This is an optimization exercise on Yosys and OpenROAD, whose aim is small area, not a production implementation.
RTL that was checked went through simulation tests only; none was proved equivalent to the original.
For runs 2 to 4, only the layout was checked, not whether the RTL still works.
Power and IR drop assume default switching activity.

### constraint.sdc
create_clock -name core_clock -period 20.0 [get_ports {clk}]
set_input_delay 4.0000 -clock core_clock [delete_from_list [all_inputs] [get_ports {clk}]]
set_output_delay 4.0000 -clock core_clock [all_outputs]
set_load 0.01 [all_outputs]
### flow/run.sh
#!/bin/bash
# Layout flow: the standard flow (standard synthesis unchanged), with
#  - the port buffers made with the smallest buffer (buf_1) instead of the default,
#  - clock tree synthesis with clkbuf_8 leaf clusters of at most 16 sinks and no
#    dummy loads.
# Every tool's output goes to standard.log in this folder (ORFS also keeps its own
# per-step logs under orfs/logs).
set -o pipefail
CTS="-sink_clustering_enable -repair_clock_nets -sink_clustering_size 16 -sink_clustering_max_diameter 90 -buf_list sky130_fd_sc_hd__clkbuf_8 -dont_use_dummy_load"
bash standard.sh "BUFFER_PORTS_ARGS=-buffer_cell sky130_fd_sc_hd__buf_1" "CTS_ARGS=$CTS" finish > standard.log 2>&1
### config.mk
export PLATFORM = sky130hd
export DESIGN_NAME = Follower
export DESIGN_NICKNAME = Follower
export VERILOG_FILES = /design/flow/design.v
export SDC_FILE = /design/flow/constraint.sdc
export NUM_CORES = 4
export LEC_CHECK = 0
export CAP_MARGIN = 20
export CORE_MARGIN = 2
export CORE_UTILIZATION = 60
export PLACE_DENSITY = 0.8
export SLEW_MARGIN = 20
### standard.sh
#!/bin/bash
# synth_recipe.tcl (not shown) runs the flow's synth.tcl, then flattens the netlist and writes it again
# the make line also repeats each setting of config.mk as NAME=value (left out here)
make -C /OpenROAD-flow-scripts/flow DESIGN_CONFIG=/design/flow/config.mk WORK_HOME=/design/flow/orfs CLKGATE_MAP_FILE= SYNTH_SCRIPT=/design/flow/synth_recipe.tcl "${@:-finish}"
### design.v
module reset_synch(rst_n, RST_n, clk);
   input RST_n, clk;  
   output reg rst_n; 
   reg q;
   always @(negedge clk, negedge RST_n)begin
          if(!RST_n)begin
            q<=0;
            rst_n<=0;
          end  
          else begin
            q<=1;
            rst_n<=q;
          end  
   end        
endmodule              
module pwm(PWM_sig, duty, cntr, rst_n, clk);
  output reg PWM_sig;
  input clk, rst_n;
  input [9:0] duty;
  input [9:0] cntr;
  always @(posedge clk, negedge rst_n)
    if (!rst_n) PWM_sig <= 1'b0;
    else if (cntr == duty) PWM_sig <= 1'b0;
    else if (&cntr) PWM_sig <= 1'b1;
endmodule
module pwm_cntr(cntr, rst_n, clk);
  output reg [9:0] cntr;
  input clk, rst_n;
  wire [9:0] nxt;
  inc #(10) iINC(.s(nxt), .a(cntr), .ci(1'b1));
  always @(posedge clk, negedge rst_n)
    if (!rst_n) cntr <= 10'h3ff;
    else cntr <= nxt;
endmodule
module motor_cntrl(clk, rst_n, rht, lft, pwm_cnt, fwd_rht, fwd_lft, rev_rht, rev_lft);
input clk, rst_n;
input [10:0] rht, lft;
output [9:0] pwm_cnt;
output logic fwd_rht, fwd_lft, rev_rht, rev_lft;
logic [9:0] in_right, in_left;
logic out_right, out_left;
pwm_cntr iCNT(.cntr(pwm_cnt), .rst_n(rst_n), .clk(clk));
pwm left_pwm(.PWM_sig(out_right), .duty(in_right), .cntr(pwm_cnt), .rst_n(rst_n), .clk(clk));
pwm right_pwm(.PWM_sig(out_left), .duty(in_left), .cntr(pwm_cnt), .rst_n(rst_n), .clk(clk));
assign in_right = rht[9:0];
assign in_left  = lft[9:0];
wire lz = ~|lft;
wire rz = ~|rht;
assign fwd_lft = lz | (~lft[10] & out_left);
assign rev_lft = lz | ( lft[10] & out_left);
assign fwd_rht = rz | (~rht[10] & out_right);
assign rev_rht = rz | ( rht[10] & out_right);
endmodule
module barcode(ID_vld, ID, BC, clr_ID_vld, clk, rst_n);
input logic BC, clr_ID_vld, clk, rst_n;
output logic [7:0] ID;
output logic ID_vld;
localparam IDLE = 3'd0, GTI = 3'd1, WS = 3'd2, SMPL = 3'd3, WH = 3'd4;
logic [2:0] state;
logic BC_filtered, BC_FF0, BC_FF1, BC_FF2, BC_FF3;
logic [21:0] timing_cnt, smpl_cnt;
logic [3:0] bit_cnt;
always @(posedge clk, negedge rst_n)
	if (!rst_n) {BC_FF0, BC_FF1, BC_FF2, BC_FF3} <= 4'hf;
	else {BC_FF0, BC_FF1, BC_FF2, BC_FF3} <= {BC, BC_FF0, BC_FF1, BC_FF2};
always @(posedge clk, negedge rst_n)
	if (!rst_n)
		BC_filtered <= 1'b1;
	else if (BC_FF1 & BC_FF2 & BC_FF3)
		BC_filtered <= 1'b1;
	else if (~(BC_FF1 | BC_FF2 | BC_FF3))
		BC_filtered <= 1'b0;
wire s_idle = (state == IDLE);
wire s_gti  = (state == GTI);
wire s_ws   = (state == WS);
wire s_smpl = (state == SMPL);
wire s_wh   = state[2];
wire smpl_z = ~|smpl_cnt[20:0];
wire [21:0] smpl_nxt = {smpl_cnt[20:0], smpl_cnt[21] ^ smpl_cnt[20] ^ smpl_z};
wire match = (smpl_cnt == timing_cnt);
wire shift = s_smpl & match;
wire tmo   = smpl_cnt[21] & smpl_z;
always @(posedge clk)
	if (s_gti & BC_filtered) timing_cnt <= smpl_cnt;
always @(posedge clk)
	if (s_idle | (s_gti & BC_filtered) | (s_ws & ~BC_filtered)) smpl_cnt <= 22'h0;
	else smpl_cnt <= smpl_nxt;
wire [3:0] bit_inc;
inc #(4) iINC(.s(bit_inc), .a(bit_cnt), .ci(shift));
always @(posedge clk)
	if (s_idle | s_gti) bit_cnt <= 4'h0;
	else bit_cnt <= bit_inc;
always @(posedge clk, negedge rst_n)
	if (!rst_n)
		state <= IDLE;
	else case (state)
		IDLE: if (~BC_filtered) state <= GTI;
		GTI:  if (BC_filtered) state <= WS;
		WS:   if (bit_cnt[3] | tmo) state <= IDLE;
		      else if (~BC_filtered) state <= SMPL;
		SMPL: if (match) state <= WH;
		default: if (BC_filtered) state <= WS;
	endcase
always @(posedge clk, negedge rst_n)
	if (!rst_n)
		ID <= 8'hFF;
	else if (clr_ID_vld)
		ID <= 8'hFF;
	else if (shift)
		ID <= {ID[6:0], BC_filtered};
always @(posedge clk, negedge rst_n)
	if (!rst_n)
		ID_vld <= 1'b0;
	else if (clr_ID_vld)
		ID_vld <= 1'b0;
	else if (~|ID[7:6])
		ID_vld <= 1'b1;
endmodule
module uart_rcv(rx_rdy, rx_data, clk, rst_n, RX);
	output reg [7:0] rx_data;
	output rx_rdy;
	input clk, rst_n, RX;
	reg rx_nr, rx_rd;
	reg [11:0] baud_cnt;
	reg [3:0] bit_cnt;
	reg busy;			 
	wire idle  = ~busy;
	wire first = busy & ~|bit_cnt;
	wire rest  = busy & |bit_cnt;
	wire [11:0] baud_nxt = {baud_cnt[10:0], ~(baud_cnt[11] ^ baud_cnt[7] ^ baud_cnt[1] ^ baud_cnt[0])};
	wire half = ((baud_cnt & 12'h7bf) == 12'h7ad);
	wire full = ((baud_cnt & 12'hff7) == 12'h586);
	wire done = bit_cnt[3] & bit_cnt[1];	 
	wire shift = (first & half) | (rest & ~done & full);
	always @(posedge clk, negedge rst_n)
		if (!rst_n) begin
			rx_nr <= 1'b1;
			rx_rd <= 1'b1;
		end else begin
			rx_nr <= RX;
			rx_rd <= rx_nr;
		end
	wire [3:0] bit_inc;
	inc #(4) iINC(.s(bit_inc), .a(bit_cnt), .ci(shift));
	always @(posedge clk)
		if (idle) bit_cnt <= 4'h0;
		else bit_cnt <= bit_inc;
	always @(posedge clk)
		if (idle | shift) baud_cnt <= 12'h000;
		else baud_cnt <= baud_nxt;
	always @(posedge clk)
		if (shift & ~(bit_cnt[3] & bit_cnt[0]))
			rx_data <= {rx_rd, rx_data[7:1]};
	always @(posedge clk, negedge rst_n)
		if (!rst_n) busy <= 1'b0;
		else if (idle) busy <= ~rx_rd;
		else if (rest & done) busy <= 1'b0;
	assign rx_rdy = idle & done;
endmodule
module A2D_intf(cnv_cmplt, res, a2d_SS_n, SCLK, MOSI, clk, rst_n, strt_cnv, chnnl, MISO);
output logic cnv_cmplt, a2d_SS_n, SCLK, MOSI;
output logic [11:0] res;
input logic clk, rst_n, strt_cnv, MISO;
input logic [2:0] chnnl;
logic [10:0] cnt;
logic [15:0] shft_reg;
wire idle = cnt[10] & cnt[9];
wire last = cnt[10] & ~cnt[9];
wire fin  = last & cnt[1] & cnt[0];
wire shift = (cnt[4:0] == 5'd30);
wire [10:0] cnt_inc;
inc #(11) iINC(.s(cnt_inc), .a(cnt), .ci(1'b1));
assign a2d_SS_n = idle ? ~strt_cnv : fin;
assign SCLK = cnt[4];
wire [3:0] nsh = cnt_inc[8:5];	 
wire cmd_phase = ~idle & ~cnt_inc[10] & ~cnt_inc[9];
wire cmd_bit = ((nsh == 4'd2) & chnnl[2]) | ((nsh == 4'd3) & chnnl[1]) | ((nsh == 4'd4) & chnnl[0]);
assign MOSI = cmd_phase ? cmd_bit : shft_reg[15];
assign res = ~shft_reg[11:0];
always @(posedge clk, negedge rst_n)
	if (!rst_n)
		cnt <= 11'h7ff;
	else if (a2d_SS_n)
		cnt <= 11'h7ff;
	else
		cnt <= cnt_inc;
always @(posedge clk, negedge rst_n)
	if (!rst_n)
		shft_reg[15] <= 1'b0;
	else if (shift)
		shft_reg[15] <= shft_reg[14];
always @(posedge clk)
	if (shift)
		shft_reg[14:0] <= {shft_reg[13:0], MISO};
assign cnv_cmplt = idle;
endmodule
module alu(sum, sat, a, b, inv, cin);
  output [15:0] sum;		 
  output [11:0] sat;		 
  input [15:0] a, b;
  input inv, cin;
  rca #(16) iADD(.s(sum), .a(a), .b(b ^ {16{inv}}), .ci(cin));
  assign sat = (~sum[15] & |sum[14:11]) ? 12'h7ff :
               ( sum[15] & ~&sum[14:11]) ? 12'h800 : sum[11:0];
endmodule
module rca #(parameter W = 16) (s, a, b, ci);
  output [W-1:0] s;
  input [W-1:0] a, b;
  input ci;
  wire [W:0] c;
  assign c[0] = ci;
  genvar k;
  generate for (k = 0; k < W; k = k + 1) begin : fa
    assign s[k] = a[k] ^ b[k] ^ c[k];
    assign c[k+1] = (a[k] & b[k]) | (c[k] & (a[k] ^ b[k]));
  end endgenerate
endmodule
module inc #(parameter W = 8) (s, a, ci);
  output [W-1:0] s;
  input [W-1:0] a;
  input ci;
  wire [W:0] c;
  assign c[0] = ci;
  genvar k;
  generate for (k = 0; k < W; k = k + 1) begin : ha
    assign s[k] = a[k] ^ c[k];
    assign c[k+1] = a[k] & c[k];
  end endgenerate
endmodule
module motion(addr, strt_cnv, lft, rht, IR_out_en, IR_mid_en, IR_in_en, res, cnv_cmplt, go, pwm_cnt, clk, rst_n);
output reg [10:0] lft, rht;
output [2:0] addr;
output strt_cnv, IR_out_en, IR_mid_en, IR_in_en;
input [11:0] res;
input [9:0] pwm_cnt;
input cnv_cmplt, go, clk, rst_n;
localparam IDLE = 3'd0, TW = 3'd1, CW = 3'd2, CI = 3'd3, CALC = 3'd4;
reg [2:0] state;
reg [12:0] tmr;
reg [2:0] chnnl;
reg [1:0] itg_cnt;
reg [10:0] Fwd;
reg [15:0] Accum;
reg [11:0] Intgrl;
reg [13:0] Error;
wire s_idle = (state == IDLE);
wire s_tw   = (state == TW);
wire s_cw   = (state == CW);
wire s_ci   = (state == CI);
wire s_calc = state[2];
wire ch5 = chnnl[2] & chnnl[0];
wire cnv_done = s_cw & cnv_cmplt;
wire itg = s_ci & (&itg_cnt);
wire [12:0] tmr_nxt = {tmr[11:0], ~(tmr[12] ^ tmr[10] ^ tmr[8] ^ tmr[7])};
wire tmr32   = ((tmr & 13'h285) == 13'h081);
wire tmr4096 = ((tmr & 13'hdff) == 13'h05a);
wire [7:0] tk = {tmr[6] & ~tmr[7], tmr[5] & ~tmr[6], tmr[4] & ~tmr[5], tmr[3] & ~tmr[4],
                 tmr[2] & ~tmr[3], tmr[1] & ~tmr[2], tmr[0] & ~tmr[1], ~tmr[0]};
assign strt_cnv = s_tw & (chnnl[0] ? tmr32 : tmr4096);
wire [15:0] sum;
wire [11:0] sat;
wire t0 = s_calc & tk[0];
wire t1 = s_calc & tk[1];
wire t2 = s_calc & tk[2];
wire t3 = s_calc & tk[3];
wire tF = s_calc & (tk[4] | tk[6]);	 
wire tR = s_calc & (tk[5] | tk[7]);	 
wire t45 = s_calc & tmr[3] & ~tmr[5];	 
wire [11:0] E = Error[11:0];
wire [11:0] I = Intgrl;
wire [15:0] opA = ({16{s_tw | s_cw | t1 | tR}} & Accum) |
                  ({16{s_ci}} & {{4{Intgrl[11]}}, Intgrl}) |
                  ({16{tF}} & {5'b0, Fwd}) |
                  ({16{t0}} & {{1{E[11]}}, E, 3'b000}) |
                  ({16{t2}} & {{1{I[11]}}, I, 3'b000}) |
                  ({16{t3}} & {{6{Accum[15]}}, Accum[14:5]});
wire rep = strt_cnv & ((~chnnl[2] & chnnl[1] & chnnl[0]) | (chnnl[2] & ~chnnl[1] & ~chnnl[0]));
wire [13:0] res_sc = (s_cw & chnnl[2]) ? {res, 2'b00} : {2'b00, res};
wire [15:0] opB = ({16{cnv_done | rep}} & {2'b00, res_sc}) |
                  ({16{s_ci}} & {{8{E[11]}}, E[11:4]}) |
                  ({16{t1}} & {{10{E[11]}}, E[11:6]}) |
                  ({16{t2}} & {{4{I[11]}}, I}) |
                  ({16{t0 | t3 | tF}} & {{2{Error[13]}}, Error});	 
wire inv = (s_cw & chnnl[0]) | (rep & chnnl[2]) | t0 | t1 | t2 | t45;
wire cin = (s_cw & chnnl[0]) | (rep & chnnl[2]) | t0 | (t1 & ~|E[5:0]) | t2 | t45;
alu iALU(.sum(sum), .sat(sat), .a(opA), .b(opB), .inv(inv), .cin(cin));
wire PWM_sig = ~pwm_cnt[7] | (~|pwm_cnt[6:4] & ~(pwm_cnt[3] & pwm_cnt[2] & (pwm_cnt[1] | pwm_cnt[0])));
always @(posedge clk, negedge rst_n)
	if (!rst_n)
		state <= IDLE;
	else case (state)
		IDLE: if (go) state <= TW;
		TW:   if (strt_cnv) state <= CW;
		CW:   if (cnv_cmplt) state <= ch5 ? CI : TW;
		CI:   state <= CALC;
		default: if (tk[7]) state <= IDLE;
	endcase
always @(posedge clk)
	if (s_idle | s_ci | (cnv_done & ~chnnl[0]))
		tmr <= 13'h0;
	else
		tmr <= tmr_nxt;
always @(posedge clk, negedge rst_n)
	if (!rst_n)
		chnnl <= 3'h0;
	else if (s_idle & go)
		chnnl <= 3'h0;
	else if (cnv_done & ~ch5)
		chnnl <= chnnl + 1'b1;
always @(posedge clk, negedge rst_n)
	if (!rst_n)
		itg_cnt <= 2'b00;
	else if (s_calc & tk[7])
		itg_cnt <= itg_cnt + 1'b1;
wire [10:0] Fwd_inc;
inc #(11) iFWD(.s(Fwd_inc), .a(Fwd), .ci(itg & ~&Fwd[10:8]));
always @(posedge clk)
	if (~go)
		Fwd <= 11'h000;
	else
		Fwd <= Fwd_inc;
always @(posedge clk)
	Accum <= sum;
always @(posedge clk)
	if (cnv_done & ch5)
		Error <= {{2{sat[11]}}, sat};
	else if (t1)
		Error <= sum[14:1];
	else if (t3)
		Error <= sum[13:0];
always @(posedge clk, negedge rst_n)
	if (!rst_n)
		Intgrl <= 12'h000;
	else if (itg)
		Intgrl <= sat;
wire [10:0] drv = sat[11:1];
wire [9:0] drv_mag;
inc #(10) iMAG(.s(drv_mag), .a(drv[9:0] ^ {10{drv[10]}}), .ci(drv[10]));
wire [10:0] drv_sm = {drv[10], drv_mag};
always @(posedge clk, negedge rst_n)
	if (!rst_n)
		rht <= 11'h000;
	else if (!go)
		rht <= 11'h000;
	else if (s_calc & tk[5])
		rht <= drv_sm;
always @(posedge clk, negedge rst_n)
	if (!rst_n)
		lft <= 11'h000;
	else if (!go)
		lft <= 11'h000;
	else if (s_calc & tk[7])
		lft <= drv_sm;
assign addr = (chnnl == 3'b000) ? 3'b001:
              (chnnl == 3'b001) ? 3'b000:
              (chnnl == 3'b010) ? 3'b100:
              (chnnl == 3'b011) ? 3'b010:
              (chnnl == 3'b100) ? 3'b011:
              3'b111;
wire IR_en = (s_idle & go) | s_tw | (s_cw & ~(chnnl[0] & cnv_cmplt));
assign IR_in_en  = IR_en & ~chnnl[2] & ~chnnl[1] & PWM_sig;
assign IR_mid_en = IR_en & ~chnnl[2] &  chnnl[1] & PWM_sig;
assign IR_out_en = IR_en &  chnnl[2] & PWM_sig;
endmodule
module cmd_intf(buzz, buzz_n, go, in_transit, clr_ID_vld, ID, ID_vld, cmd_rdy, OK2Move, cmd, clk, rst_n);
output logic go, in_transit, clr_ID_vld, buzz, buzz_n;
input [7:0] cmd, ID;
input ID_vld, cmd_rdy, OK2Move, clk, rst_n;
logic [12:0] count;
logic [5:0] dest_ID;
wire buzz_en = in_transit & ~OK2Move;
wire c6250 = &{count[12], count[11], count[6], count[5], count[3], count[1]};
wire c6249 = &{count[12], count[11], count[6], count[5], count[3], count[0]};
wire [12:0] count_inc;
inc #(13) iINC(.s(count_inc), .a(count), .ci(buzz_en));
always @(posedge clk, negedge rst_n)
	if (!rst_n)
		count <= 13'h0000;
	else if (buzz_en & c6250)
		count <= 13'h0000;
	else
		count <= count_inc;
always @(posedge clk, negedge rst_n)
	if (!rst_n)
		buzz <= 1'b0;
	else
		buzz <= buzz_en & (buzz ^ c6249);
assign buzz_n = ~buzz;
wire go_cmd   = cmd_rdy & ~cmd[7] &  cmd[6];
wire stop_cmd = cmd_rdy & ~cmd[7] & ~cmd[6];
wire at_dest  = ID_vld & (ID[5:0] == dest_ID);
always @(posedge clk, negedge rst_n)
	if (!rst_n)
		in_transit <= 1'b0;
	else
		in_transit <= go_cmd | (in_transit & ~stop_cmd & ~at_dest);
always @(posedge clk)
	if (go_cmd)
		dest_ID <= cmd[5:0];
assign clr_ID_vld = in_transit & ID_vld & (~cmd_rdy | cmd[7]);
assign go = in_transit & OK2Move;
endmodule
module dig_core(clk,rst_n,cmd_rdy,cmd,lft,rht,buzz,buzz_n,
                in_transit,OK2Move,ID,clr_ID_vld,ID_vld,cnv_cmplt,strt_cnv,
                chnnl,A2D_res,IR_in_en,IR_mid_en,go,IR_out_en,led,pwm_cnt);
  input clk,rst_n;
  input cmd_rdy;
  input [7:0] cmd;
  input OK2Move;
  input [7:0] ID;
  input ID_vld;
  input cnv_cmplt;
  input [11:0] A2D_res;
  input [9:0] pwm_cnt;
  output [10:0] lft,rht;
  output buzz,buzz_n;
  output in_transit;
  output clr_ID_vld;
  output strt_cnv;
  output [2:0] chnnl;
  output IR_in_en,IR_mid_en,IR_out_en;
  output [7:0] led;
  output go;
  assign led = 8'h00;
  cmd_intf cmd_cntrl(.buzz(buzz), .buzz_n(buzz_n), .go(go), .in_transit(in_transit),
                     .clr_ID_vld(clr_ID_vld), .ID(ID), .ID_vld(ID_vld), .cmd_rdy(cmd_rdy),
                     .OK2Move(OK2Move), .cmd(cmd), .clk(clk), .rst_n(rst_n));
  motion motion_cntrl(.addr(chnnl), .strt_cnv(strt_cnv), .lft(lft), .rht(rht),
                      .IR_out_en(IR_out_en), .IR_mid_en(IR_mid_en), .IR_in_en(IR_in_en),
                      .res(A2D_res), .cnv_cmplt(cnv_cmplt), .go(go), .pwm_cnt(pwm_cnt),
                      .clk(clk), .rst_n(rst_n));
endmodule
module Follower(clk,RST_n,led,a2d_SS_n,SCLK,MISO,MOSI,rev_rht,
                rev_lft,fwd_rht,fwd_lft,IR_in_en,IR_mid_en,IR_out_en,
				in_transit,OK2Move,buzz,buzz_n,BC,RX);
  input clk,RST_n;			 
  input MISO;				 
  input BC;					 
  input OK2Move;			 
  input RX;					 
  output [7:0] led;				 
  output a2d_SS_n,SCLK,MOSI;	 
  output rev_rht,fwd_rht;		 
  output rev_lft,fwd_lft;		 
  output IR_in_en,IR_mid_en,IR_out_en;	 
  output buzz,buzz_n;			 
  output in_transit;			 
  wire [10:0] lft, rht;
  wire [7:0] cmd;
  wire [7:0] ID;
  wire [11:0] A2D_res;
  wire [2:0] chnnl;
  wire [9:0] pwm_cnt;
  wire cmd_rdy, ID_vld, clr_ID_vld;
  wire cnv_cmplt, strt_cnv, go;
  wire rst_n;
  reset_synch iRST(.clk(clk), .RST_n(RST_n), .rst_n(rst_n));
  dig_core iCORE(.clk(clk),.rst_n(rst_n),.cmd_rdy(cmd_rdy),.cmd(cmd),.led(led),
                 .lft(lft),.rht(rht),.buzz(buzz),.buzz_n(buzz_n),.in_transit(in_transit),
                 .OK2Move(OK2Move),.ID(ID),.clr_ID_vld(clr_ID_vld),.ID_vld(ID_vld),
                 .strt_cnv(strt_cnv),.cnv_cmplt(cnv_cmplt),.chnnl(chnnl),.A2D_res(A2D_res),
                 .go(go),.pwm_cnt(pwm_cnt),
                 .IR_in_en(IR_in_en),.IR_mid_en(IR_mid_en),.IR_out_en(IR_out_en));
  uart_rcv iCMD(.clk(clk),.rst_n(rst_n),.RX(RX),.rx_rdy(cmd_rdy),.rx_data(cmd));
  motor_cntrl iMTR(.clk(clk), .rst_n(rst_n), .lft(lft), .rht(rht), .pwm_cnt(pwm_cnt),
                   .fwd_lft(fwd_lft), .rev_lft(rev_lft), .fwd_rht(fwd_rht), .rev_rht(rev_rht));
  barcode iBC(.clk(clk),.rst_n(rst_n),.BC(BC),.ID_vld(ID_vld),.clr_ID_vld(clr_ID_vld),
              .ID(ID));
  A2D_intf iA2D(.clk(clk),.rst_n(rst_n),.strt_cnv(strt_cnv),.cnv_cmplt(cnv_cmplt),.chnnl(chnnl),
                .res(A2D_res),.a2d_SS_n(a2d_SS_n),.SCLK(SCLK),.MOSI(MOSI),.MISO(MISO));
endmodule
==> summary.md, run 1 <==
| Metric | Value |
|---|---|
| Status | no timing/DRC/antenna violations |
| # clock sinks | 250 |
| Registers with the most flip-flops | iBC.smpl_cnt x22, iBC.timing_cnt x22 |
| Pin count of the biggest net entering global routing | around 70 |
| Final setup margin | between 6 and 7 ns |
| Power Density | roughly 69 nW/um^2 |
| Async SR Flop Fraction | 41.2% |
| Crit-path max FO | 2 |
| Final wirelength | 21.9 mm |
| CORE AREA | 19300 um^2 |
| Setup CP Type | in -> async |
| Leading cell type in the layout, fill and taps excluded | nand2_1 |
| CTS resizes | 0 |
| TritonCTS Buffers | 19 |
| CTS Root Cell | clkbuf_8 |
| Reg2reg path depth | 39 |
| Synth Register Bits | 250 |
| Critical-path cell list | buf_1 |
| CTS tree | built |
| YS warnings | 8 |
| Placer Congestion | 0.887 |
| Synthesized area per cell | between 10 and 15 um^2 |
| Worst Tran Pin Value | 1.03 ns |
| Vias | 7698 |
| Reg clk slew, reported paths | about 0.06 ns |
| Family with the most delay on the worst path | buffers and inverters |
| Worst setup EP type | asynchronous set/reset pin |
| Max IR drop VDD | 0.0685 mV |
| Diode count | 0 |
| Post-synth EDFFs | 65 |
| DR iter-0 viols | 711 |
| TNS Setup | 0 ns |
| Layout area overhead | 4.39% |
| Max-Slew Margin vs Limit | 31.3% |
| Total Routing Usage GR | between 20% and 30% |
| Initial Utilization | between 60% and 70% |
| Detail Route Antenna Nets | 0 |
| Dpl cell area | 11900 um^2 |
| Worst slack at placement | 6.15 ns |
| DRC Markers | 0 |
| Worst-Skew Late Latency | 0.51 ns |
| Dpl cells | 1289 |
| Part of the Yosys area used for sequential elements | a little over half |
| Critical Path Source | RST_n |
| Post-CTS setup repair buffer count | 0 |
| Via count of the first global-routing pass | about 7300 |
| Syn Inst Count | 1045 |
| Gr ovfl total | 0 |
| First-pass GRT wire length | approximately 36 mm |
| Finished Cell Area | 12200 um^2 |
| Unrepaired setup endpoints after global routing | false |
| FP Rows | 51 |
| Slew Limit Fails | 0 |
| Endpoints failing hold | 0 |
| Hold Path Class | reg -> reg |
| Worst path depth | 1 |
| CTS Buffer Depth | 3 |
| Max-Cap Viols | 0 |
| Dpl hpwl | ~16 mm |
| Io pins | 27 |
| Clock skew | 0.0325 ns |
| Most frequent cells in the layout | nand2_1 (119), dfxtp_1 (82), edfxtp_1 (65), dfrtp_1 (65), xnor2_1 (62) |
| Worst EP arrival | approximately 4 ns |
| Cts hold-fix bufs | 0 |
| Drt wl/cell | 16.7 um |
| Die area | 20600 um^2 |
| Initial antenna violation count | 0 |
| Finished Layout Cells | 1308 |
| Mapped Area | 11700 um^2 |
| Req. time, crit path | 10.80 ns |
| Max incr delay on CP | 0.11 ns |
| DIE WIDTH | 143 um |
| Layout cells sized above 1 | 7.38% |
| Nets | 1127 |
| Startpoint types | input pin |
| Reg2Reg Launch Point | iCORE.motion_cntrl.chnnl[0] |
| # port buffers | 18 |
| Count of different cell masters after synthesis | 65 |
| Via/cell ratio | 5.89 |
| WHS Path Cells | 0 |
| Setup-failing EPs final | 0 |
| Leak pwr | between 5 and 6 nW |
| Slowest-stage cell, CP | buf_1 |
| H-tree depth | 1 |
| Pwr Total | 0.846 mW |
| TritonRoute pass-1 iters | 11 |
| Chip height | 143 um |
| Ys flop type | dfxtp_1 |
| Worst Hold Launch | iRST.q |
| Sum of buffers and inverters on the critical path | 1 |
==> area by class of cell <==
class | instances | area (um^2)
fillers | 1556 | 7080
flip-flops and latches | 250 | 6220
multi-input cells | 711 | 5100
well taps | 265 | 332
clock buffers | 19 | 262
repair buffers | 28 | 143
inverters | 35 | 131
==> synth_stat cells (3+ instances only) <==
| master | n | area, um^2 |
|---|---|---|
| nand2_1 | 119 | 447 |
| dfxtp_1 | 82 | 1640 |
| dfrtp_1 | 65 | 1630 |
| edfxtp_1 | 65 | 1950 |
| xnor2_1 | 62 | 543 |
| ha_1 | 61 | 763 |
| a21oi_1 | 46 | 230 |
| nor2_1 | 42 | 158 |
| nor2b_1 | 41 | 257 |
| clkbuf_1 | 38 | 143 |
| dfstp_2 | 36 | 946 |
| inv_1 | 34 | 128 |
| mux2i_1 | 29 | 290 |
| and3_1 | 23 | 144 |
| and2_1 | 22 | 138 |
| a221oi_1 | 20 | 175 |
| nand2b_1 | 19 | 119 |
| nand4_1 | 18 | 113 |
| nor4_1 | 17 | 106 |
| o21ai_0 | 17 | 85.1 |
| xor2_1 | 17 | 149 |
| a222oi_1 | 15 | 150 |
| fa_1 | 15 | 300 |
| nand3_1 | 14 | 70.1 |
| nor3_1 | 14 | 70.1 |
| a31oi_1 | 11 | 68.8 |
| buf_4 | 11 | 82.6 |
| a22o_1 | 10 | 87.6 |
| a22oi_1 | 7 | 52.6 |
| buf_2 | 6 | 30.0 |
| nand3b_1 | 6 | 45.0 |
| a21o_1 | 5 | 37.5 |
| o31ai_1 | 5 | 37.5 |
| a21boi_0 | 4 | 30.0 |
| a211oi_1 | 3 | 22.5 |
| nand4b_1 | 3 | 26.3 |
| o211ai_1 | 3 | 22.5 |
| o22a_1 | 3 | 26.3 |
==> stage by stage <==
stage                     utilization, %  hold slack [ns]
after global placement              61.9            0.304
after floorplan                        -            0.292
after detailed placement            61.9            0.306
after CTS                           63.2            0.312
after global routing                63.2            0.326
final                               63.2            0.313
==> metal layers <==
metal	part of all wire (%)	vias to the layer above	track usage, %
met4	1.6	0	4.18
met1	45	3744	32.2
met5	0	-	0
met2	46	244	34.4
li1	-	3681	-
met3	7.5	29	3.80
==> cell families (layout without fill, tap and decap cells) <==
| group | after synthesis | count (layout) | share of synthesized area [%] |
|---|---|---|---|
| and+or+nand+nor | 353 | 353 | 15.6 |
| DFF | 250 | 250 | 53.2 |
| AOI/OAI and AO/OA | 164 | 164 | 9.99 |
| buffers and inverters | 91 | 82 | 3.34 |
| xor gates and xnor gates | 80 | 80 | 6.13 |
| adders and majority gates | 76 | 76 | 9.11 |
| muxes | 29 | 29 | 2.49 |
| other | 2 | 9 | 0.0643 |
==> power breakdown <==
part	leakage [nW]	switching [mW]	internal, mW
logic	2.48	0.0227	0.0276
registers	2.49	0.0183	0.543
clock network	0.137	0.148	0.0858
==> final timing paths <==
kind | endpoint | slack (ns)
setup / recovery | iRST.q | 6.68
hold / removal | iRST.rst_n | 0.31
setup reg to reg | iCORE.motion_cntrl.lft[9] | 8.79
hold reg to reg | iRST.rst_n | 0.31
max in group core_clock | iCORE.motion_cntrl.lft[9] | 8.79
min in group asynchronous | iCMD.busy | 10.33
==> run 2: changes to the inputs <==
--- a/design.v
+++ b/design.v
@@ -128,7 +128,7 @@
 	wire first = busy & ~|bit_cnt;
 	wire rest  = busy & |bit_cnt;
-	wire [11:0] baud_nxt = {baud_cnt[10:0], ~(baud_cnt[11] ^ baud_cnt[7] ^ baud_cnt[1] ^ baud_cnt[0])};
-	wire half = ((baud_cnt & 12'h7bf) == 12'h7ad);
-	wire full = ((baud_cnt & 12'hff7) == 12'h586);
+	wire [11:0] baud_nxt = {baud_cnt[10:0], ~(baud_cnt[11] ^ baud_cnt[10] ^ baud_cnt[9] ^ baud_cnt[1])};
+	wire half = ((baud_cnt & 12'h69f) == 12'h689);
+	wire full = ((baud_cnt & 12'hd3f) == 12'h917);
 	wire done = bit_cnt[3] & bit_cnt[1];	 
 	wire shift = (first & half) | (rest & ~done & full);
==> summary.md, run 2 <==
| Metric | Value |
|---|---|
| # port buffers | 18 |
| # clock sinks | 250 |
| TritonRoute pass-1 iters | 6 |
| Clock skew | 0.0301 ns |
| GRT Max-Usage Layer | met2 |
| Crit-path max FO | 2 |
| Endpoints failing hold | 0 |
| Count of different cell masters after synthesis | 63 |
| FP Rows | 51 |
| Finished Layout Cells | 1320 |
| Critical Path Source | RST_n |
| Vias | slightly below 8000 |
| Reg2Reg Launch Point | iRST.rst_n |
| Worst-Skew Late Latency | 0.52 ns |
| Unrepaired setup endpoints after global routing | false |
| Startpoint types | input pin |
| FILL cells | 1582 |
| DR iter-0 viols | approximately 550 |
| Dpl cells | 1301 |
| YS warnings | 8 |
| Met2 Use GR | 34.4% |
| Reg clk slew, reported paths | 0.06 ns |
| Via count of the first global-routing pass | 7282 |
| Gr ovfl total | 0 |
| Max-Slew Margin vs Limit | 32.3% |
| Final hold slack | ~0.30 ns |
| Max-Cap Viols | 0 |
| Max IR drop VDD | 0.0610 mV |
| Multi-input logic area | about 5100 um^2 |
| Syn Inst Count | 1049 |
| Nets | roughly 1100 |
| Io pins | 27 |
| Detail Route Antenna Nets | 0 |
| Dpl cell area | 12000 um^2 |
| Post-synth EDFFs | 65 |
| TNS Setup | 0 ns |
| Async SR Flop Fraction | between 40% and 50% |
| H-tree depth | 1 |
| Dpl hpwl | ~16 mm |
| First-pass GRT wire length | around 37 mm |
| Setup CP Type | in -> async |
| CTS resizes | 0 |
| Via/cell ratio | 5.82 |
| Synth Area in Compound Gates | 9.79% |
| Setup-failing EPs final | 0 |
| Diode count | 0 |
| Max incr delay on CP | 0.11 ns |
| DRC Markers | 0 |
| CTS Buffer Depth | 3 |
| Worst EP arrival | a little over 4 ns |
| Adder-Cell Fraction of Synth Area | under 10% |
| CTS Root Cell | clkbuf_8 |
| Layout cells sized above 1 | under 10% |
| Count leader, synth | nand2_1 |
| Total Routing Usage GR | a little over a fifth |
| Leak pwr | roughly 5.1 nW |
| Leading cell type in the layout, fill and taps excluded | nand2_1 |
| Worst setup EP type | asynchronous set/reset pin |
| Synth Register Bits | 250 |
| Post-CTS setup repair buffer count | 0 |
| Drt wl/cell | ~17 um |
| Met3 usage | 3.23% |
| Pin count of the biggest net entering global routing | 70 |
| Hold Path Class | reg -> reg |
| Slew Limit Fails | 0 |
| Grt met1 use | between 30% and 40% |
| Ys flop type | dfxtp_1 |
| Chip height | 144 um |
| Initial antenna violation count | 0 |
| Placer Congestion | approximately 0.92 |
| Registers with the most flip-flops | iBC.smpl_cnt x22, iBC.timing_cnt x22 |
| Commonest cells post-synth | nand2_1 (123), dfxtp_1 (82), dfrtp_1 (65), edfxtp_1 (65), xnor2_1 (64) |
| Die area | roughly 20000 um^2 |
| DIE WIDTH | 144 um |
| Power Density | 69.3 nW/um^2 |
| Storage cell area | 6220 um^2 |
| Final Util | 63.6% |
| Worst path depth | 1 |
| Most frequent cells in the layout | nand2_1 (123), dfxtp_1 (82), edfxtp_1 (65), dfrtp_1 (65), xnor2_1 (64) |
| CORE AREA | 19300 um^2 |
| Post-synth top area share | 16.7% |
| Critical-path cell list | buf_1 |
| Main combinational cell family by area after synthesis | simple AND/OR/NAND/NOR gates |
| Initial Utilization | 60.6% |
| Worst setup path endpoint | iRST.q |
| Reg2reg path depth | 2 |
| Sum of buffers and inverters on the critical path | 1 |
| Area share of xor/xnor cells in the synthesized design | 6.13% |
| RR Endpoint | iCORE.motion_cntrl.lft[5] |
| Synth top area cells | edfxtp_1 (17%), dfxtp_1 (14%), dfrtp_1 (14%) |
| Synthesized area per cell | around 11 um^2 |
| Family with the most delay on the worst path | buffers and inverters |
| Post-Synth Simple-Gate Area | roughly 16% |
| Layout area overhead | 5.00% |
| Mapped Area | ~12000 um^2 |
| Req. time, crit path | 10.80 ns |
| CTS tree | built |
| Part of the Yosys area used for sequential elements | a little over half |
| Mux contribution to synthesized area | 2.67% |
| WHS Path Cells | 0 |
| Cell type with the largest total area after synthesis | edfxtp_1 |
| Status | no timing/DRC/antenna violations |
| Flop2flop setup slack | 8.40 ns |
| Worst Tran Pin Value | a little over 1 ns |
| Final wirelength | 21.9 mm |
| Slowest-stage cell, CP | buf_1 |
| Cts hold-fix bufs | 0 |
| TritonCTS Buffers | 19 |
| Finished Cell Area | 12300 um^2 |
-- run 2: cell types whose count changed in the layout (fill, tap and decap cells not counted), moves of 2 or more --
cell	delta
o211ai_1	-2
buf_4	+6
nor3b_1	+3
nand3_1	+2
a21oi_1	+6
o31ai_1	-3
and2_1	-2
nand3b_1	-2
or3_1	+2
inv_1	-2
xor2_1	-2
xnor2_1	+2
nand2_1	+4
-- run 2: through the flow --
stage | total power [mW] | worst slack [ns]
finish | 0.850 | 6.69
global route | 0.886 | 6.66
CTS | 0.860 | 6.70
detailed placement | 0.627 | 6.15
global placement | 0.623 | 6.17
floorplan | 0.613 | 6.30
-- run 2: cell families after synthesis --
group           count (synthesis)
other cells                     2
flops                         250
buf+inv                        88
mux                            31
compound gates                163
xor+xnor                       80
fa+ha+maj                      76
simple gates                  359
-- run 2: layout make-up --
type	instances	share of cell area [%]
tap	265	2.70
multi-input combinational	718	41.9
sequential	250	50.7
inverter	34	1.04
clock buffer	19	2.13
timing repair buffer	34	1.53
-- run 2: per-layer routing --
layer	share of wire [%]	wire (um)
met5	0	0
met3	5.4	1180
met1	47	10200
met2	47	10200
met4	1.4	301
-- run 2: report_power, final --
part           leakage, nW  internal, mW  switching (mW)  total [mW]
sequential            2.50         0.544          0.0184       0.562
combinational         2.49        0.0286          0.0243      0.0529
clock                0.137        0.0858           0.149       0.235
total                 5.13         0.658           0.192       0.850
-- run 2: worst min-delay path by stage --
stage | slack (ns) | from | end
6_report | 0.30 | iRST.q | iRST.rst_n
2_1_floorplan | 0.29 | iRST.q | iRST.rst_n
3_5_place_dp | 0.31 | iRST.q | iRST.rst_n
5_1_grt | 0.32 | iRST.q | iRST.rst_n
3_3_place_gp | 0.30 | iRST.q | iRST.rst_n
4_1_cts | 0.31 | iRST.q | iRST.rst_n
-- run 2: worst register-to-register path, stage by stage, from the launching register on --
cell     delay [ns]
dfrtn_1        0.42
buf_4          0.37
buf_4          0.76
==> run 3: changes to the inputs <==
--- a/design.v
+++ b/design.v
@@ -128,7 +128,7 @@
 	wire first = busy & ~|bit_cnt;
 	wire rest  = busy & |bit_cnt;
-	wire [11:0] baud_nxt = {baud_cnt[10:0], ~(baud_cnt[11] ^ baud_cnt[10] ^ baud_cnt[9] ^ baud_cnt[1])};
-	wire half = ((baud_cnt & 12'h69f) == 12'h689);
-	wire full = ((baud_cnt & 12'hd3f) == 12'h917);
+	wire [11:0] baud_nxt = {baud_cnt[10:0], ~(baud_cnt[11] ^ baud_cnt[7] ^ baud_cnt[1] ^ baud_cnt[0])};
+	wire half = ((baud_cnt & 12'h7bf) == 12'h7ad);
+	wire full = ((baud_cnt & 12'hff7) == 12'h586);
 	wire done = bit_cnt[3] & bit_cnt[1];	 
 	wire shift = (first & half) | (rest & ~done & full);
@@ -252,7 +252,7 @@
 wire cnv_done = s_cw & cnv_cmplt;
 wire itg = s_ci & (&itg_cnt);
-wire [12:0] tmr_nxt = {tmr[11:0], ~(tmr[12] ^ tmr[10] ^ tmr[8] ^ tmr[7])};
-wire tmr32   = ((tmr & 13'h285) == 13'h081);
-wire tmr4096 = ((tmr & 13'hdff) == 13'h05a);
+wire [12:0] tmr_nxt = {tmr[11:0], ~(tmr[12] ^ tmr[11] ^ tmr[10] ^ tmr[7])};
+wire tmr32   = ((tmr & 13'h221) == 13'h200);
+wire tmr4096 = ((tmr & 13'hefb) == 13'h479);
 wire [7:0] tk = {tmr[6] & ~tmr[7], tmr[5] & ~tmr[6], tmr[4] & ~tmr[5], tmr[3] & ~tmr[4],
                  tmr[2] & ~tmr[3], tmr[1] & ~tmr[2], tmr[0] & ~tmr[1], ~tmr[0]};
==> summary.md, run 3 <==
| Metric | Value |
|---|---|
| Pin count of the biggest net entering global routing | roughly 80 |
| Clock skew | 0.0393 ns |
| Worst EP arrival | a little over 4 ns |
| Post-synth EDFFs | 65 |
| Final hold slack | 0.300 ns |
| Drt wl/cell | 17.2 um |
| Leading cell type in the layout, fill and taps excluded | nand2_1 |
| Unrepaired setup endpoints after global routing | false |
| RR Endpoint | iA2D.shft_reg[15] |
| Registers with the most flip-flops | iBC.smpl_cnt x22, iBC.timing_cnt x22 |
| Initial antenna violation count | 0 |
| Nets | about 1100 |
| H-tree depth | 1 |
| Part of the Yosys area used for sequential elements | 53.3% |
| DR iter-0 viols | 649 |
| CTS resizes | 0 |
| WHS Path Cells | 0 |
| Count of different cell masters after synthesis | just over 70 |
| Dpl cell area | 11900 um^2 |
| Critical-path cell list | buf_1 |
| Diode count | 0 |
| DIE WIDTH | 143 um |
| Worst Tran Pin Value | between 1 and 1.5 ns |
| Dpl cells | 1300 |
| Layout area overhead | 4.44% |
| CTS Root Cell | clkbuf_8 |
| Synth Register Bits | 250 |
| Dpl hpwl | about 16 mm |
| Max incr delay on CP | 0.11 ns |
| Placer Congestion | just over 0.9 |
| Via count of the first global-routing pass | roughly 7500 |
| Synth top area cells | edfxtp_1 (17%), dfxtp_1 (14%), dfrtp_1 (14%) |
| YS warnings | 8 |
| Endpoints failing hold | 0 |
| Final setup margin | roughly 6.7 ns |
| Worst slack at placement | 6.16 ns |
| Layout cells sized above 1 | 7.59% |
| Async SR Flop Fraction | 41.2% |
| # port buffers | 18 |
| Max IR drop VDD | 0.0771 mV |
| Synthesized area per cell | approximately 11 um^2 |
| Most frequent cells in the layout | nand2_1 (122), dfxtp_1 (82), edfxtp_1 (65), dfrtp_1 (65), ha_1 (61) |
| Power Density | 72.6 nW/um^2 |
| Die area | 20600 um^2 |
| Reg2reg path depth | 1 |
| Finished Cell Area | 12200 um^2 |
| Family with the most delay on the worst path | buffers and inverters |
| CORE AREA | about 19000 um^2 |
| Via/cell ratio | 5.94 |
| Leak pwr | 5.22 nW |
| DRC Markers | 0 |
| Ys flop type | dfxtp_1 |
| Slew Limit Fails | 0 |
| Reg2Reg Launch Point | iRST.rst_n |
| Req. time, crit path | 10.79 ns |
| Final wirelength | 22.6 mm |
| Post-CTS setup repair buffer count | 0 |
| Post-synth top area share | between 10% and 20% |
| Hold Path Class | reg -> reg |
| Count leader, synth | nand2_1 |
| Total Routing Usage GR | 22.5% |
| Max-Cap Viols | 0 |
| Flop2flop setup slack | 8.38 ns |
| Status | no timing/DRC/antenna violations |
| Vias | 7839 |
| FP Rows | 51 |
| Commonest cells post-synth | nand2_1 (122), dfxtp_1 (82), dfrtp_1 (65), edfxtp_1 (65), ha_1 (61) |
| Mapped Area | 11700 um^2 |
| Setup-failing EPs final | 0 |
| Worst path depth | 1 |
| Setup CP Type | in -> async |
| Detail Route Antenna Nets | 0 |
| Gr ovfl total | 0 |
| Startpoint types | input pin |
| Finished Layout Cells | 1319 |
| Worst-Skew Late Latency | approximately 0.52 ns |
| Cell type with the largest total area after synthesis | edfxtp_1 |
| Cts hold-fix bufs | 0 |
| Sum of buffers and inverters on the critical path | 1 |
| Worst setup path endpoint | iRST.rst_n |
| Crit-path max FO | 2 |
| Slowest-stage cell, CP | buf_1 |
| TNS Setup | 0 ns |
| Critical Path Source | RST_n |
| Io pins | 27 |
| Initial Utilization | between 60% and 70% |
| # clock sinks | 250 |
| TritonCTS Buffers | 19 |
| CTS Buffer Depth | 3 |
| CTS tree | built |
| Max-Slew Margin vs Limit | a little under a third |
| TritonRoute pass-1 iters | 9 |
| Syn Inst Count | 1055 |
| First-pass GRT wire length | 37.2 mm |
| Worst Hold Launch | iRST.q |
| Chip height | 143 um |
| Worst setup EP type | asynchronous set/reset pin |
| Reg clk slew, reported paths | 0.06 ns |
==> run 3: cell count changes after synthesis, sizes merged, moves of 9 or more <==
| cell | delta |
|---|---|
| xnor2 | -13 |
| xor2 | +13 |
| a221oi | -9 |
| o221ai | +11 |
| mux2i | -11 |
| nor2 | +10 |
==> run 3: report_power, final <==
group,internal [mW],switching (mW)
combinational,0.0317,0.0391
clock,0.0858,0.150
sequential,0.555,0.0226
total,0.673,0.212
==> run 3: layer usage <==
| metal | vias to the layer above | GRT usage [%] | share of wire [%] |
|---|---|---|---|
| met4 | 0 | 7.38 | 2.4 |
| met5 | - | 0 | 0 |
| met1 | 3812 | 31.1 | 44 |
| li1 | 3724 | - | - |
| met2 | 260 | 36.8 | 47 |
| met3 | 43 | 3.20 | 6.1 |
==> run 3: cells by family (layout without fill, tap and decap cells) <==
kind of cell / Yosys count / in the layout / share of synthesized area (%)
xor+xnor: 80 / 80 / 6.12
other cells: 2 / 9 / 0.0643
flops: 250 / 250 / 53.3
simple gates: 366 / 366 / 16.1
mux: 21 / 21 / 1.85
buf+inv: 88 / 80 / 3.28
fa+ha+maj: 76 / 76 / 9.11
compound gates: 172 / 172 / 10.2
==> run 3: how the worst min path moves through the flow <==
| stage | slack, ns | to |
|---|---|---|
| after global placement | 0.30 | iRST.rst_n |
| after CTS | 0.30 | iRST.rst_n |
| after floorplan | 0.29 | iRST.rst_n |
| after detailed placement | 0.30 | iRST.rst_n |
| after global routing | 0.31 | iRST.rst_n |
| final | 0.30 | iRST.rst_n |
==> run 3: through the flow <==
step | power (mW) | util [%]
3_3_place_gp | 0.657 | 61.9
2_1_floorplan | 0.640 | -
4_1_cts | 0.893 | 63.2
3_5_place_dp | 0.660 | 61.9
5_1_grt | 0.925 | 63.3
6_report | 0.885 | 63.3
==> run 3: cell type report <==
cell class / instances / area, um^2
clock buffer: 19 / 262
fill: 1549 / 7080
inverter: 34 / 128
multi-input combinational: 724 / 5110
sequential: 250 / 6220
tap: 265 / 332
timing repair buffer: 27 / 139
==> run 4: changes to the inputs <==
--- a/design.v
+++ b/design.v
@@ -119,13 +119,13 @@
 module uart_rcv(rx_rdy, rx_data, clk, rst_n, RX);
 	output reg [7:0] rx_data;
-	output rx_rdy;
+	output reg rx_rdy;
 	input clk, rst_n, RX;
 	reg rx_nr, rx_rd;
 	reg [11:0] baud_cnt;
 	reg [3:0] bit_cnt;
-	reg busy;			 
-	wire idle  = ~busy;
-	wire first = busy & ~|bit_cnt;
-	wire rest  = busy & |bit_cnt;
+	reg [1:0] state;		 
+	wire idle  = ~state[0] & ~state[1];
+	wire first = state[0];
+	wire rest  = state[1];
 	wire [11:0] baud_nxt = {baud_cnt[10:0], ~(baud_cnt[11] ^ baud_cnt[7] ^ baud_cnt[1] ^ baud_cnt[0])};
 	wire half = ((baud_cnt & 12'h7bf) == 12'h7ad);
@@ -153,8 +153,11 @@
 			rx_data <= {rx_rd, rx_data[7:1]};
 	always @(posedge clk, negedge rst_n)
-		if (!rst_n) busy <= 1'b0;
-		else if (idle) busy <= ~rx_rd;
-		else if (rest & done) busy <= 1'b0;
-	assign rx_rdy = idle & done;
+		if (!rst_n) state <= 2'b00;
+		else if (idle) state <= {1'b0, ~rx_rd};
+		else if (first) state <= {half, ~half};
+		else state <= {~done, 1'b0};
+	always @(posedge clk, negedge rst_n)
+		if (!rst_n) rx_rdy <= 1'b0;
+		else rx_rdy <= rest & done;
 endmodule
 module A2D_intf(cnv_cmplt, res, a2d_SS_n, SCLK, MOSI, clk, rst_n, strt_cnv, chnnl, MISO);
@@ -168,4 +171,5 @@
 wire last = cnt[10] & ~cnt[9];
 wire fin  = last & cnt[1] & cnt[0];
+wire start = idle & strt_cnv;
 wire shift = (cnt[4:0] == 5'd30);
 wire [10:0] cnt_inc;
@@ -173,8 +177,5 @@
 assign a2d_SS_n = idle ? ~strt_cnv : fin;
 assign SCLK = cnt[4];
-wire [3:0] nsh = cnt_inc[8:5];	 
-wire cmd_phase = ~idle & ~cnt_inc[10] & ~cnt_inc[9];
-wire cmd_bit = ((nsh == 4'd2) & chnnl[2]) | ((nsh == 4'd3) & chnnl[1]) | ((nsh == 4'd4) & chnnl[0]);
-assign MOSI = cmd_phase ? cmd_bit : shft_reg[15];
+assign MOSI = shft_reg[15];
 assign res = ~shft_reg[11:0];
 always @(posedge clk, negedge rst_n)
@@ -188,10 +189,18 @@
 	if (!rst_n)
 		shft_reg[15] <= 1'b0;
+	else if (start)
+		shft_reg[15] <= 1'b0;
 	else if (shift)
 		shft_reg[15] <= shft_reg[14];
 always @(posedge clk)
-	if (shift)
+	if (start)
+		shft_reg[14:0] <= {1'b0, chnnl, 11'h000};
+	else if (shift)
 		shft_reg[14:0] <= {shft_reg[13:0], MISO};
-assign cnv_cmplt = idle;
+always @(posedge clk)
+	if (strt_cnv)
+		cnv_cmplt <= 1'b0;
+	else if (fin)
+		cnv_cmplt <= 1'b1;
 endmodule
 module alu(sum, sat, a, b, inv, cin);
@@ -252,7 +261,7 @@
 wire cnv_done = s_cw & cnv_cmplt;
 wire itg = s_ci & (&itg_cnt);
-wire [12:0] tmr_nxt = {tmr[11:0], ~(tmr[12] ^ tmr[11] ^ tmr[10] ^ tmr[7])};
-wire tmr32   = ((tmr & 13'h221) == 13'h200);
-wire tmr4096 = ((tmr & 13'hefb) == 13'h479);
+wire [12:0] tmr_nxt = {tmr[11:0], ~(tmr[12] ^ tmr[10] ^ tmr[8] ^ tmr[7])};
+wire tmr32   = ((tmr & 13'h285) == 13'h081);
+wire tmr4096 = ((tmr & 13'hdff) == 13'h05a);
 wire [7:0] tk = {tmr[6] & ~tmr[7], tmr[5] & ~tmr[6], tmr[4] & ~tmr[5], tmr[3] & ~tmr[4],
                  tmr[2] & ~tmr[3], tmr[1] & ~tmr[2], tmr[0] & ~tmr[1], ~tmr[0]};
@@ -266,8 +275,10 @@
 wire tF = s_calc & (tk[4] | tk[6]);	 
 wire tR = s_calc & (tk[5] | tk[7]);	 
+wire tRn = tR & Accum[15];		 
 wire t45 = s_calc & tmr[3] & ~tmr[5];	 
 wire [11:0] E = Error[11:0];
 wire [11:0] I = Intgrl;
-wire [15:0] opA = ({16{s_tw | s_cw | t1 | tR}} & Accum) |
+wire [15:0] opA = ({16{s_tw | s_cw | t1 | (tR & ~Accum[15])}} & Accum) |
+                  {15'b0, tRn} |
                   ({16{s_ci}} & {{4{Intgrl[11]}}, Intgrl}) |
                   ({16{tF}} & {5'b0, Fwd}) |
@@ -281,7 +292,8 @@
                   ({16{t1}} & {{10{E[11]}}, E[11:6]}) |
                   ({16{t2}} & {{4{I[11]}}, I}) |
+                  ({16{tRn}} & Accum) |
                   ({16{t0 | t3 | tF}} & {{2{Error[13]}}, Error});	 
-wire inv = (s_cw & chnnl[0]) | (rep & chnnl[2]) | t0 | t1 | t2 | t45;
-wire cin = (s_cw & chnnl[0]) | (rep & chnnl[2]) | t0 | (t1 & ~|E[5:0]) | t2 | t45;
+wire inv = (s_cw & chnnl[0]) | (rep & chnnl[2]) | t0 | t1 | t2 | t45 | tRn;
+wire cin = (s_cw & chnnl[0]) | (rep & chnnl[2]) | t0 | (t1 & ~|E[5:0]) | t2 | t45 | tRn;
 alu iALU(.sum(sum), .sat(sat), .a(opA), .b(opB), .inv(inv), .cin(cin));
 wire PWM_sig = ~pwm_cnt[7] | (~|pwm_cnt[6:4] & ~(pwm_cnt[3] & pwm_cnt[2] & (pwm_cnt[1] | pwm_cnt[0])));
@@ -334,8 +346,8 @@
 	else if (itg)
 		Intgrl <= sat;
-wire [10:0] drv = sat[11:1];
-wire [9:0] drv_mag;
-inc #(10) iMAG(.s(drv_mag), .a(drv[9:0] ^ {10{drv[10]}}), .ci(drv[10]));
-wire [10:0] drv_sm = {drv[10], drv_mag};
+wire v_neg = Accum[15];
+wire [9:0] drv_mag = v_neg ? (((|sum[14:12]) | (sum[11] & |sum[10:1])) ? 10'h000 : sum[10:1])
+                           : ((|sum[14:11]) ? 10'h3ff : sum[10:1]);
+wire [10:0] drv_sm = {v_neg, drv_mag};
 always @(posedge clk, negedge rst_n)
 	if (!rst_n)
==> flow/run.sh (replaced) <==
#!/bin/bash
# Layout flow: the standard flow (standard synthesis unchanged), with
#  - the port buffers made with the smallest buffer (buf_1) instead of the default,
#  - clock tree synthesis with clkbuf_8 leaf clusters of at most 14 sinks and no
#    dummy loads.
# Every tool's output goes to standard.log in this folder (ORFS also keeps its own
# per-step logs under orfs/logs).
set -o pipefail
CTS="-sink_clustering_enable -repair_clock_nets -sink_clustering_size 14 -sink_clustering_max_diameter 80 -buf_list sky130_fd_sc_hd__clkbuf_8 -dont_use_dummy_load"
bash standard.sh "BUFFER_PORTS_ARGS=-buffer_cell sky130_fd_sc_hd__buf_1" "CTS_ARGS=$CTS" finish > standard.log 2>&1
--- a/config.mk
+++ b/config.mk
@@ -8,5 +8,4 @@
 export CAP_MARGIN = 20
 export CORE_MARGIN = 2
-export CORE_UTILIZATION = 60
-export PLACE_DENSITY = 0.8
+export CORE_UTILIZATION = 40
 export SLEW_MARGIN = 20
==> summary.md, run 4 <==
| Metric | Value |
|---|---|
| Layout cells sized above 1 | 7.93% |
| Post-synth top area share | roughly 16% |
| Reg2reg path depth | 1 |
| Io pins | 27 |
| Die area | between 30000 and 40000 um^2 |
| GRT Max-Usage Layer | met2 |
| Family with the most delay on the worst path | buffers and inverters |
| Reg clk slew, reported paths | 0.05 ns |
| Mapped Area | 11900 um^2 |
| Synth Register Bits | 253 |
| Synthesized area per cell | 10.5 um^2 |
| CTS Root Cell | clkbuf_8 |
| Worst-Skew Late Latency | 0.54 ns |
| Initial antenna violation count | 0 |
| FP Rows | 63 |
| First-pass GRT wire length | 42.5 mm |
| Power Density | between 70 and 80 nW/um^2 |
| Setup CP Type | in -> async |
| Async SR Flop Fraction | between 40% and 50% |
| Clock skew | approximately 0.065 ns |
| Met2 Use GR | between 20% and 30% |
| DIE WIDTH | approximately 180 um |
| Syn Inst Count | 1136 |
| Leading cell type in the layout, fill and taps excluded | nand2_1 |
| Final Util | 42.9% |
| CTS tree | built |
| TritonCTS Buffers | 22 |
| Nets | 1211 |
| Final hold slack | 0.300 ns |
| Max IR drop VDD | approximately 0.045 mV |
| Slew Limit Fails | 0 |
| Req. time, crit path | around 11 ns |
| Worst Tran Pin Value | 1.01 ns |
| Startpoint types | input pin |
| CORE AREA | just under 30000 um^2 |
| Leak pwr | 5.39 nW |
| Total Routing Usage GR | approximately 17% |
| Slowest-stage cell, CP | buf_1 |
| Worst EP arrival | roughly 4.1 ns |
| Via/cell ratio | 5.33 |
| DR iter-0 viols | 718 |
| WHS Path Cells | 0 |
| Worst path depth | 1 |
| Cell type with the largest total area after synthesis | dfxtp_1 |
| H-tree depth | 1 |
| Critical-path cell list | buf_1 |
| Grt met1 use | 24.3% |
| Endpoints failing hold | 0 |
| Most frequent cells in the layout | nand2_1 (149), dfxtp_1 (95), dfrtp_1 (67) |
| Pin count of the biggest net entering global routing | 53 |
| DRC Markers | 0 |
| Placer Congestion | 0.916 |
| Dpl hpwl | 18.5 mm |
| # clock sinks | approximately 250 |
| TritonRoute pass-1 iters | 9 |
| Max-Slew Margin vs Limit | 32.5% |
| Hold Path Class | reg -> reg |
| Synth top area cells | dfxtp_1 (16%), dfrtp_1 (14%), edfxtp_1 (13%) |
| Dpl cells | roughly 1500 |
| Detail Route Antenna Nets | 0 |
| Part of the Yosys area used for sequential elements | 51.6% |
| Commonest cells post-synth | nand2_1 (149), dfxtp_1 (95), dfrtp_1 (67), edfxtp_1 (53), ha_1 (53) |
| Registers with the most flip-flops | iBC.smpl_cnt x22, iBC.timing_cnt x22 |
| Post-synth EDFFs | 53 |
| Sum of buffers and inverters on the critical path | 1 |
| Final wirelength | 25.8 mm |
| Status | no timing/DRC/antenna violations |
| Cts hold-fix bufs | 0 |
| Layout area overhead | 6.11% |
| Unrepaired setup endpoints after global routing | false |
| Ys flop type | dfxtp_1 |
| Max incr delay on CP | 0.12 ns |
| Count of different cell masters after synthesis | 78 |
| Via count of the first global-routing pass | 7937 |
| YS warnings | 8 |
| Finished Layout Cells | approximately 1500 |
| Drt wl/cell | 16.9 um |
| Crit-path max FO | 2 |
| CTS resizes | 0 |
| Setup-failing EPs final | 0 |
| Vias | 8132 |
| Max-Cap Viols | 0 |
| Diode count | 0 |
| Gr ovfl total | 0 |
| Initial Utilization | 40.4% |
| Count leader, synth | nand2_1 |
| Post-CTS setup repair buffer count | 0 |
| Met3 usage | 3.29% |
| # port buffers | 18 |
| Worst setup EP type | asynchronous set/reset pin |
| TNS Setup | 0 ns |
| Chip height | 177 um |
| CTS Buffer Depth | 3 |
==> run 4: cell families (layout without fill, tap and decap cells) <==
| logic type | Yosys count | after routing | synth area share [%] |
|---|---|---|---|
| multiplexers | 12 | 12 | 1.02 |
| AO/OA/AOI/OAI | 190 | 190 | 11.3 |
| flip-flops | 253 | 253 | 51.6 |
| buffers and inverters | 95 | 87 | 3.30 |
| AND/OR/NAND/NOR | 435 | 435 | 18.7 |
| XOR/XNOR | 81 | 81 | 5.94 |
| adder cells (fa/ha/maj) | 68 | 68 | 8.06 |
| other | 2 | 9 | 0.0629 |
==> run 4: routing by layer <==
metal  share of wire [%]  vias to the layer above
li1                    -                     4015
met1                  48                     3865
met2                  43                      204
met3                 5.7                       48
met4                 3.1                        0
met5                   0                        -
==> run 4: layout make-up <==
type	count	area, um^2
multi-input cells	795	5420
inverters	33	124
well taps	390	488
repair buffers	32	173
fillers	2835	16900
flip-flops and latches	253	6170
clock buffers	22	303
==> run 4: report_power, final <==
part / total (mW) / switching [mW] / internal, mW
combinational: 0.0684 / 0.0386 / 0.0298
clock: 0.261 / 0.162 / 0.0985
sequential: 0.578 / 0.0206 / 0.557
==> run 4: final timing paths <==
| check | start | end | slack, ns |
|---|---|---|---|
| setup / recovery | RST_n | iRST.q | 6.69 |
| hold / removal | iRST.q | iRST.rst_n | 0.30 |
| setup reg to reg | iRST.rst_n | iCORE.motion_cntrl.lft[0] | 9.06 |
| hold reg to reg | iRST.q | iRST.rst_n | 0.30 |
| max in group core_clock | iCORE.motion_cntrl.state[2] | iCORE.motion_cntrl.Error[3] | 10.02 |
| min in group asynchronous | iRST.rst_n | iCMD.state[1] | 10.41 |
==> run 4: metrics by stage <==
| stage | worst slack [ns] | cell area (um^2) | power, mW |
|---|---|---|---|
| 5_1_grt | 6.68 | 12700 | 0.949 |
| 4_1_cts | 6.70 | 12700 | 0.918 |
| 2_1_floorplan | 6.30 | 12000 | 0.640 |
| 6_report | 6.69 | 12700 | 0.907 |
| 3_3_place_gp | 6.16 | 12400 | 0.656 |
| 3_5_place_dp | 6.15 | 12400 | 0.659 |
